What follows belongs to an exercise in optimizing a design on an open flow for small area, a short achievable clock period and few clock cycles; a production flow would make more cautious choices.
At most, simulation tests tie the RTL to the original design; equivalence was not proved.
No activity file was given, so power comes from the tool's default toggle rates.

==> flow/design.v <==
module layer1(
input clk,
input reset_n,
input waitrequest,
input readdatavalid,
input [15:0] readdata,
output chipselect,
output [1:0] byteenable,
output reg read_n,
output reg write_n,
output reg [15:0] writedata,
output reg [31:0] address,
input ready,
output reg done
);
	localparam K  = 8;           
	localparam KW = 3;           
	localparam M  = 7;           
	localparam MW = 3;           
	localparam [10:0] IC0   = 11'd992;    
	localparam [10:0] ICEND = 11'd1776;   
	localparam [6:0]  Q0    = 7'd40;      
	localparam [6:0]  QEND  = 7'd65;      
	localparam [17:0] WB0   = 18'd400;    
	localparam [17:0] ROW   = 18'd784;    
	assign chipselect = 1'b1;
	assign byteenable = 2'b11;
	reg run;                  
	reg fin;                  
	reg clr;                  
	reg wph;                  
	reg rq_img, rq_wt, rq_wr;
	wire active = rq_img | rq_wt | rq_wr;
	wire acc_ok = active & ~waitrequest;
	reg [10:0] ic;            
	reg [6:0]  q;             
	reg [17:0] wb;            
	reg [KW-1:0] kk;          
	reg [MW-1:0] ahead;       
	reg [MW-1:0] avail;       
	reg [M-1:0]  mk;
	wire [M+1:0] mkx = {mk, 2'b00};
	wire mk_cur  = mkx[avail + 1];
	wire mk_nxt  = mkx[avail];
	reg [7:0] tg;
	reg [3:0] nq;             
	wire [8:0] tgx = {tg, 1'b0};
	reg [15:0] acc [0:K-1];
	wire last_k = &kk;
	wire zc   = (avail != 0) & ~mk_cur;
	wire bc   = rq_wt & last_k & acc_ok;
	wire cons = zc | bc;
	wire rtg      = tgx[nq];
	wire img_resp = readdatavalid & rtg;
	wire wt_resp  = readdatavalid & ~rtg;
	wire nz = |readdata;
	wire av1      = (avail != 0);
	wire av2      = (avail > 1);
	wire cons_pre = rq_wt ? last_k : (av1 & ~mk_cur);
	wire nxt_nz   = av2 & mk_nxt;
	wire nxt_wt   = rq_wt ? (~last_k | nxt_nz) : (av1 & (mk_cur | nxt_nz));
	wire ic_end   = rq_img ? (ic == ICEND - 1) : (ic == ICEND);
	wire ahead_ok = (rq_img & ~cons_pre) ? (ahead < M - 1) :
	                (~rq_img & cons_pre) ? 1'b1 : (ahead < M);
	wire nxt_img  = ~nxt_wt & ~ic_end & ahead_ok;
	wire slot = ~active | ~waitrequest;
	wire pass_end = run & ~wph & ~active & (ic == ICEND) & (ahead == 0) &
	                (nq == 0);
	reg [17:0] wb_step;
	always @(*) begin
		if (rq_wt & last_k)
			wb_step = 18'd1 - ROW * (K - 1);
		else if (rq_wt | rq_wr)
			wb_step = ROW;
		else
			wb_step = 18'd1;
	end
	wire [17:0] wb_sum = wb + wb_step;
	wire [15:0] acc_sum = acc[0] + readdata;
	wire wb_en = (rq_wt & acc_ok) | (rq_wr & acc_ok & ~last_k) | (~rq_wt & ~rq_wr & zc);
	integer j;
	always @(posedge clk) begin
		if (!reset_n) begin
			run <= 1'b0;
			fin <= 1'b0;
			clr <= 1'b0;
			wph <= 1'b0;
			rq_img <= 1'b0;
			rq_wt <= 1'b0;
			rq_wr <= 1'b0;
		end else if (!run) begin
			if (fin) begin
				if (!ready) fin <= 1'b0;
			end else if (ready) begin
				run <= 1'b1;
				clr <= 1'b1;
				wph <= 1'b0;
			end
		end else begin
			if (clr) begin
				if (last_k) begin
					clr <= 1'b0;
					rq_img <= 1'b1;
				end
			end else if (slot) begin
				if (wph) begin
					if (last_k) begin
						wph <= 1'b0;
						rq_wr <= 1'b0;
						if (q == QEND - 1) begin
							run <= 1'b0;
							fin <= 1'b1;
						end else begin
							rq_img <= 1'b1;
						end
					end
				end else if (pass_end) begin
					wph <= 1'b1;
					rq_wr <= 1'b1;
				end else begin
					rq_wt <= nxt_wt;
					rq_img <= nxt_img;
				end
			end
		end
	end
	always @(posedge clk) begin
		if (!run) begin
			ic <= IC0;
			q <= Q0;
			wb <= WB0;
			kk <= 0;
			ahead <= 0;
			avail <= 0;
			nq <= 0;
		end else begin
			if (pass_end)
				ic <= {1'b1, q, 3'b000};
			else if ((rq_img | (rq_wr & ~last_k)) & acc_ok)
				ic <= ic + 1'b1;
			else if (rq_wr & acc_ok & last_k)
				ic <= IC0;
			if (rq_wr & acc_ok & last_k)
				q <= q + 1'b1;
			if (wb_en)
				wb <= wb_sum;
			if (((rq_wt | rq_wr) & acc_ok) | clr)
				kk <= kk + 1'b1;
			ahead <= ahead + (rq_img & acc_ok) - cons;
			avail <= avail + img_resp - cons;
			nq <= nq + ((rq_img | rq_wt) & acc_ok) - readdatavalid;
		end
	end
	always @(posedge clk) begin
		if ((rq_img | rq_wt) & acc_ok)
			tg <= {tg[6:0], rq_img};
		if (img_resp)
			mk <= {mk[M-2:0], nz};
	end
	always @(posedge clk) begin
		if (wt_resp | clr | (rq_wr & acc_ok)) begin
			for (j = 0; j < K - 1; j = j + 1)
				acc[j] <= acc[j + 1];
			acc[K - 1] <= wt_resp ? acc_sum : 16'd0;
		end
	end
	always @(*) begin
		read_n = ~(rq_img | rq_wt);
		write_n = ~rq_wr;
		address = rq_wt ? {13'd0, wb, 1'b0} :
		          {12'd0, (rq_img ? 8'h92 : 8'h61), ic, 1'b0};
		writedata = acc[0];
		done = fin & ready;
	end
endmodule
export LEC_CHECK = 0
export ABC_CLOCK_PERIOD_IN_PS = 2500
export CAP_MARGIN = 20
export CORE_MARGIN = 2
export CORE_UTILIZATION = 55
export CTS_BUF_LIST = sky130_fd_sc_hd__clkbuf_4 sky130_fd_sc_hd__clkbuf_8
export PLACE_DENSITY = 0.7
export SETUP_SLACK_MARGIN = 2.4
export SLEW_MARGIN = 40
create_clock -name core_clock -period 5.0 [get_ports {clk}]
standard.sh (not shown) runs the stock make flow with config.mk's settings and CLKGATE_MAP_FILE= SYNTH_SCRIPT=/design/flow/synth_recipe.tcl, a recipe that flattens the netlist after the stock synthesis.
==> flow/flow/run.sh <==
#!/bin/bash
# Layout: the standard flow (standard.sh, synthesis included, unchanged)
# with two resizer choices changed: ports get buf_4 buffers instead of the
# smallest buffer cell, and timing repair may change a cell's footprint when
# it resizes it. The whole make output goes to flow.log; ORFS keeps each
# step's own log under orfs/logs/.
set -euo pipefail
sed 's|"\${@:-finish}"|BUFFER_PORTS_ARGS="-buffer_cell sky130_fd_sc_hd__buf_4" MATCH_CELL_FOOTPRINT=0 "${@:-finish}"|' standard.sh > standard_mod.sh
grep -q 'MATCH_CELL_FOOTPRINT=0' standard_mod.sh
bash standard_mod.sh > flow.log 2>&1
Edit:
--- a/flow/design.v
+++ b/flow/design.v
@@ -132,15 +132,13 @@
 			kk <= 0;
 			ahead <= 0;
 			avail <= 0;
 			nq <= 0;
 		end else begin
-			if (pass_end)
-				ic <= {1'b1, q, 3'b000};
-			else if ((rq_img | (rq_wr & ~last_k)) & acc_ok)
+			if (rq_img & acc_ok)
 				ic <= ic + 1'b1;
-			else if (rq_wr & acc_ok & last_k)
+			else if (wph & acc_ok & last_k)
 				ic <= IC0;
 			if (rq_wr & acc_ok & last_k)
 				q <= q + 1'b1;
 			if (wb_en)
 				wb <= wb_sum;
@@ -165,11 +163,12 @@
 		end
 	end
 	always @(*) begin
 		read_n = ~(rq_img | rq_wt);
 		write_n = ~rq_wr;
-		address = rq_wt ? {13'd0, wb, 1'b0} :
-		          {12'd0, (rq_img ? 8'h92 : 8'h61), ic, 1'b0};
+		address = ({32{rq_img}} & {12'd0, 8'h92, ic, 1'b0}) |
+		          ({32{rq_wt}}  & {13'd0, wb, 1'b0}) |
+		          ({32{rq_wr}}  & {12'd0, 9'hC3, q, kk, 1'b0});
 		writedata = acc[0];
 		done = fin & ready;
 	end
 endmodule
Outcome: The new run ran to the end with no violations; combinational power is about the same; wire length shrinks by about 0.3%; global-route usage grows by 0.34 points; first-iteration DRC count grows by 26%; non-clock buffer count shrinks by 18; total power shrinks by 0.64%; worst hold slack got worse by 0.0068 ns; clock-buffer cell count grows by 1; synthesized area shrinks by about 3%; final area shrinks by 3.6%; final cell count shrinks by about 2.6%.
Testbench counts after the change, summed over its fixed seeds: cycles 953,835.
Only the layout flow was run in the first run of this note; the RTL was not checked for function there.

RTL: one of the versions met above, not the one the previous note started from.
Size in the first run: roughly 730 cells after synthesis, roughly 200 flip-flops, ~0.0088 mm² of cells after synthesis.
==> module layer1, before the edit <==
module layer1(
input clk,
input reset_n,
input waitrequest,
input readdatavalid,
input [15:0] readdata,
output chipselect,
output [1:0] byteenable,
output reg read_n,
output reg write_n,
output reg [15:0] writedata,
output reg [31:0] address,
input ready,
output reg done
);
	localparam K  = 8;           
	localparam KW = 3;           
	localparam M  = 7;           
	localparam MW = 3;           
	localparam [10:0] IC0   = 11'd992;    
	localparam [10:0] ICEND = 11'd1776;   
	localparam [6:0]  Q0    = 7'd40;      
	localparam [6:0]  QEND  = 7'd65;      
	localparam [17:0] WB0   = 18'd400;    
	localparam [17:0] ROW   = 18'd784;    
	assign chipselect = 1'b1;
	assign byteenable = 2'b11;
	reg run;                  
	reg fin;                  
	reg clr;                  
	reg wph;                  
	reg rq_img, rq_wt, rq_wr;
	wire active = rq_img | rq_wt | rq_wr;
	wire acc_ok = active & ~waitrequest;
	reg [10:0] ic;            
	reg [6:0]  q;             
	reg [17:0] wb;            
	reg [KW-1:0] kk;          
	reg [MW-1:0] ahead;       
	reg [MW-1:0] avail;       
	reg [M-1:0]  mk;
	wire [M+1:0] mkx = {mk, 2'b00};
	wire mk_cur  = mkx[avail + 1];
	wire mk_nxt  = mkx[avail];
	reg [7:0] tg;
	reg [3:0] nq;             
	wire [8:0] tgx = {tg, 1'b0};
	reg [15:0] acc [0:K-1];
	wire last_k = &kk;
	wire zc   = (avail != 0) & ~mk_cur;
	wire bc   = rq_wt & last_k & acc_ok;
	wire cons = zc | bc;
	wire rtg      = tgx[nq];
	wire img_resp = readdatavalid & rtg;
	wire wt_resp  = readdatavalid & ~rtg;
	wire nz = |readdata;
	wire av1      = (avail != 0);
	wire av2      = (avail > 1);
	wire cons_pre = rq_wt ? last_k : (av1 & ~mk_cur);
	wire nxt_nz   = av2 & mk_nxt;
	wire nxt_wt   = rq_wt ? (~last_k | nxt_nz) : (av1 & (mk_cur | nxt_nz));
	wire ic_end   = rq_img ? (ic == ICEND - 1) : (ic == ICEND);
	wire ahead_ok = (rq_img & ~cons_pre) ? (ahead < M - 1) :
	                (~rq_img & cons_pre) ? 1'b1 : (ahead < M);
	wire nxt_img  = ~nxt_wt & ~ic_end & ahead_ok;
	wire slot = ~active | ~waitrequest;
	wire pass_end = run & ~wph & ~active & (ic == ICEND) & (ahead == 0) &
	                (nq == 0);
	reg [17:0] wb_step;
	always @(*) begin
		if (rq_wt & last_k)
			wb_step = 18'd1 - ROW * (K - 1);
		else if (rq_wt | rq_wr)
			wb_step = ROW;
		else
			wb_step = 18'd1;
	end
	wire [17:0] wb_sum = wb + wb_step;
	wire [15:0] acc_sum = acc[0] + readdata;
	wire wb_en = (rq_wt & acc_ok) | (rq_wr & acc_ok & ~last_k) | (~rq_wt & ~rq_wr & zc);
	integer j;
	always @(posedge clk) begin
		if (!reset_n) begin
			run <= 1'b0;
			fin <= 1'b0;
			clr <= 1'b0;
			wph <= 1'b0;
			rq_img <= 1'b0;
			rq_wt <= 1'b0;
			rq_wr <= 1'b0;
		end else if (!run) begin
			if (fin) begin
				if (!ready) fin <= 1'b0;
			end else if (ready) begin
				run <= 1'b1;
				clr <= 1'b1;
				wph <= 1'b0;
			end
		end else begin
			if (clr) begin
				if (last_k) begin
					clr <= 1'b0;
					rq_img <= 1'b1;
				end
			end else if (slot) begin
				if (wph) begin
					if (last_k) begin
						wph <= 1'b0;
						rq_wr <= 1'b0;
						if (q == QEND - 1) begin
							run <= 1'b0;
							fin <= 1'b1;
						end else begin
							rq_img <= 1'b1;
						end
					end
				end else if (pass_end) begin
					wph <= 1'b1;
					rq_wr <= 1'b1;
				end else begin
					rq_wt <= nxt_wt;
					rq_img <= nxt_img;
				end
			end
		end
	end
	always @(posedge clk) begin
		if (!run) begin
			ic <= IC0;
			q <= Q0;
			wb <= WB0;
			kk <= 0;
			ahead <= 0;
			avail <= 0;
			nq <= 0;
		end else begin
			if (rq_img & acc_ok)
				ic <= ic + 1'b1;
			else if (wph & acc_ok & last_k)
				ic <= IC0;
			if (rq_wr & acc_ok & last_k)
				q <= q + 1'b1;
			if (wb_en)
				wb <= wb_sum;
			if (((rq_wt | rq_wr) & acc_ok) | clr)
				kk <= kk + 1'b1;
			ahead <= ahead + (rq_img & acc_ok) - cons;
			avail <= avail + img_resp - cons;
			nq <= nq + ((rq_img | rq_wt) & acc_ok) - readdatavalid;
		end
	end
	always @(posedge clk) begin
		if ((rq_img | rq_wt) & acc_ok)
			tg <= {tg[6:0], rq_img};
		if (img_resp)
			mk <= {mk[M-2:0], nz};
	end
	always @(posedge clk) begin
		if (wt_resp | clr | (rq_wr & acc_ok)) begin
			for (j = 0; j < K - 1; j = j + 1)
				acc[j] <= acc[j + 1];
			acc[K - 1] <= wt_resp ? acc_sum : 16'd0;
		end
	end
	always @(*) begin
		read_n = ~(rq_img | rq_wt);
		write_n = ~rq_wr;
		address = ({32{rq_img}} & {12'd0, 8'h92, ic, 1'b0}) |
		          ({32{rq_wt}}  & {13'd0, wb, 1'b0}) |
		          ({32{rq_wr}}  & {12'd0, 9'hC3, q, kk, 1'b0});
		writedata = acc[0];
		done = fin & ready;
	end
endmodule
make LEC_CHECK=0 ABC_CLOCK_PERIOD_IN_PS=2500 CAP_MARGIN=20 CORE_MARGIN=2 CORE_UTILIZATION=40 PLACE_DENSITY=0.6 SETUP_SLACK_MARGIN=2.4 SLEW_MARGIN=20 finish   # period 5.0 ns
run.sh (not shown) runs the stock make flow with config.mk's settings and CLKGATE_MAP_FILE= SYNTH_SCRIPT=/design/flow/synth_recipe.tcl, a recipe that flattens the netlist after the stock synthesis.
Stock flow here: none of the scripts above is used.
The starting point finished clean.
Testbench counts at the start, summed over its fixed seeds: cycles 953,835.
Rerun with:
--- a/flow/design.v
+++ b/flow/design.v
@@ -50,10 +50,11 @@
 	wire zc   = (avail != 0) & ~mk_cur;
 	wire bc   = rq_wt & last_k & acc_ok;
 	wire cons = zc | bc;
-	wire rtg      = tgx[nq];
-	wire img_resp = readdatavalid & rtg;
-	wire wt_resp  = readdatavalid & ~rtg;
-	wire nz = |readdata;
+	reg rdv_q, rtg_q;
+	reg [15:0] rd_q;
+	wire img_resp = rdv_q & rtg_q;
+	wire wt_resp  = rdv_q & ~rtg_q;
+	wire nz = |rd_q;
 	wire av1      = (avail != 0);
 	wire av2      = (avail > 1);
 	wire cons_pre = rq_wt ? last_k : (av1 & ~mk_cur);
@@ -65,7 +66,7 @@
 	wire nxt_img  = ~nxt_wt & ~ic_end & ahead_ok;
 	wire slot = ~active | ~waitrequest;
 	wire pass_end = run & ~wph & ~active & (ic == ICEND) & (ahead == 0) &
-	                (nq == 0);
+	                (nq == 0) & ~rdv_q;
 	reg [17:0] wb_step;
 	always @(*) begin
 		if (rq_wt & last_k)
@@ -76,7 +77,7 @@
 			wb_step = 18'd1;
 	end
 	wire [17:0] wb_sum = wb + wb_step;
-	wire [15:0] acc_sum = acc[0] + readdata;
+	wire [15:0] acc_sum = acc[0] + rd_q;
 	wire wb_en = (rq_wt & acc_ok) | (rq_wr & acc_ok & ~last_k) | (~rq_wt & ~rq_wr & zc);
 	integer j;
 	always @(posedge clk) begin
@@ -152,6 +153,9 @@
 	always @(posedge clk) begin
 		if ((rq_img | rq_wt) & acc_ok)
 			tg <= {tg[6:0], rq_img};
+		rdv_q <= readdatavalid & run;
+		rtg_q <= tgx[nq];
+		rd_q <= readdata;
 		if (img_resp)
 			mk <= {mk[M-2:0], nz};
 	end
Outcome: Wire length increases by a few percent; power shrinks by a few percent; area after synthesis grows by a few percent; fmax fell by a few percent; first-iteration DRC count went up by roughly a tenth; cell count went up by a few percent.
The RTL of the second run of this note was laid out without a check of its function.

[re-timing with driven ports]
No port has a modelled driver above. Below, the same layouts with a new extraction and two added sets of constraints. Step 1 sets driving cells, clkbuf_16 on the clock port and buf_2 on the other inputs (assumed; they add their load-dependent delay and slew). Step 2, shift: input delay + t, output delay - t, t = (earliest + latest rising clock arrival at the registers) / 2. This alone moves slack from input paths to output paths. a / b / c = ideal ports / drivers / drivers and shift; a / b = the first two.
run	t (ns)	setup WS [ns]	hold slack, ns	pins driven straight from the clock port
the first run of note 1	0.518	2.439 / 2.402 / 1.923	0.420 / 0.420 / 0.420	1
the second run of note 1	0.499	2.444 / 2.408 / 2.011	0.413 / 0.413 / 0.413	1
the first run of note 2	0.468	2.397 / 2.390 / 1.948	0.415 / 0.415 / 0.415	1
the second run of note 2	0.551	2.291 / 2.244 / 2.051	0.416 / 0.416 / 0.416	1
After both steps setup and hold are still met in every run listed. For the first run of note 1, which loses most, drivers alone change the setup slack by -0.037 ns; drivers and shift together by -0.516 ns.
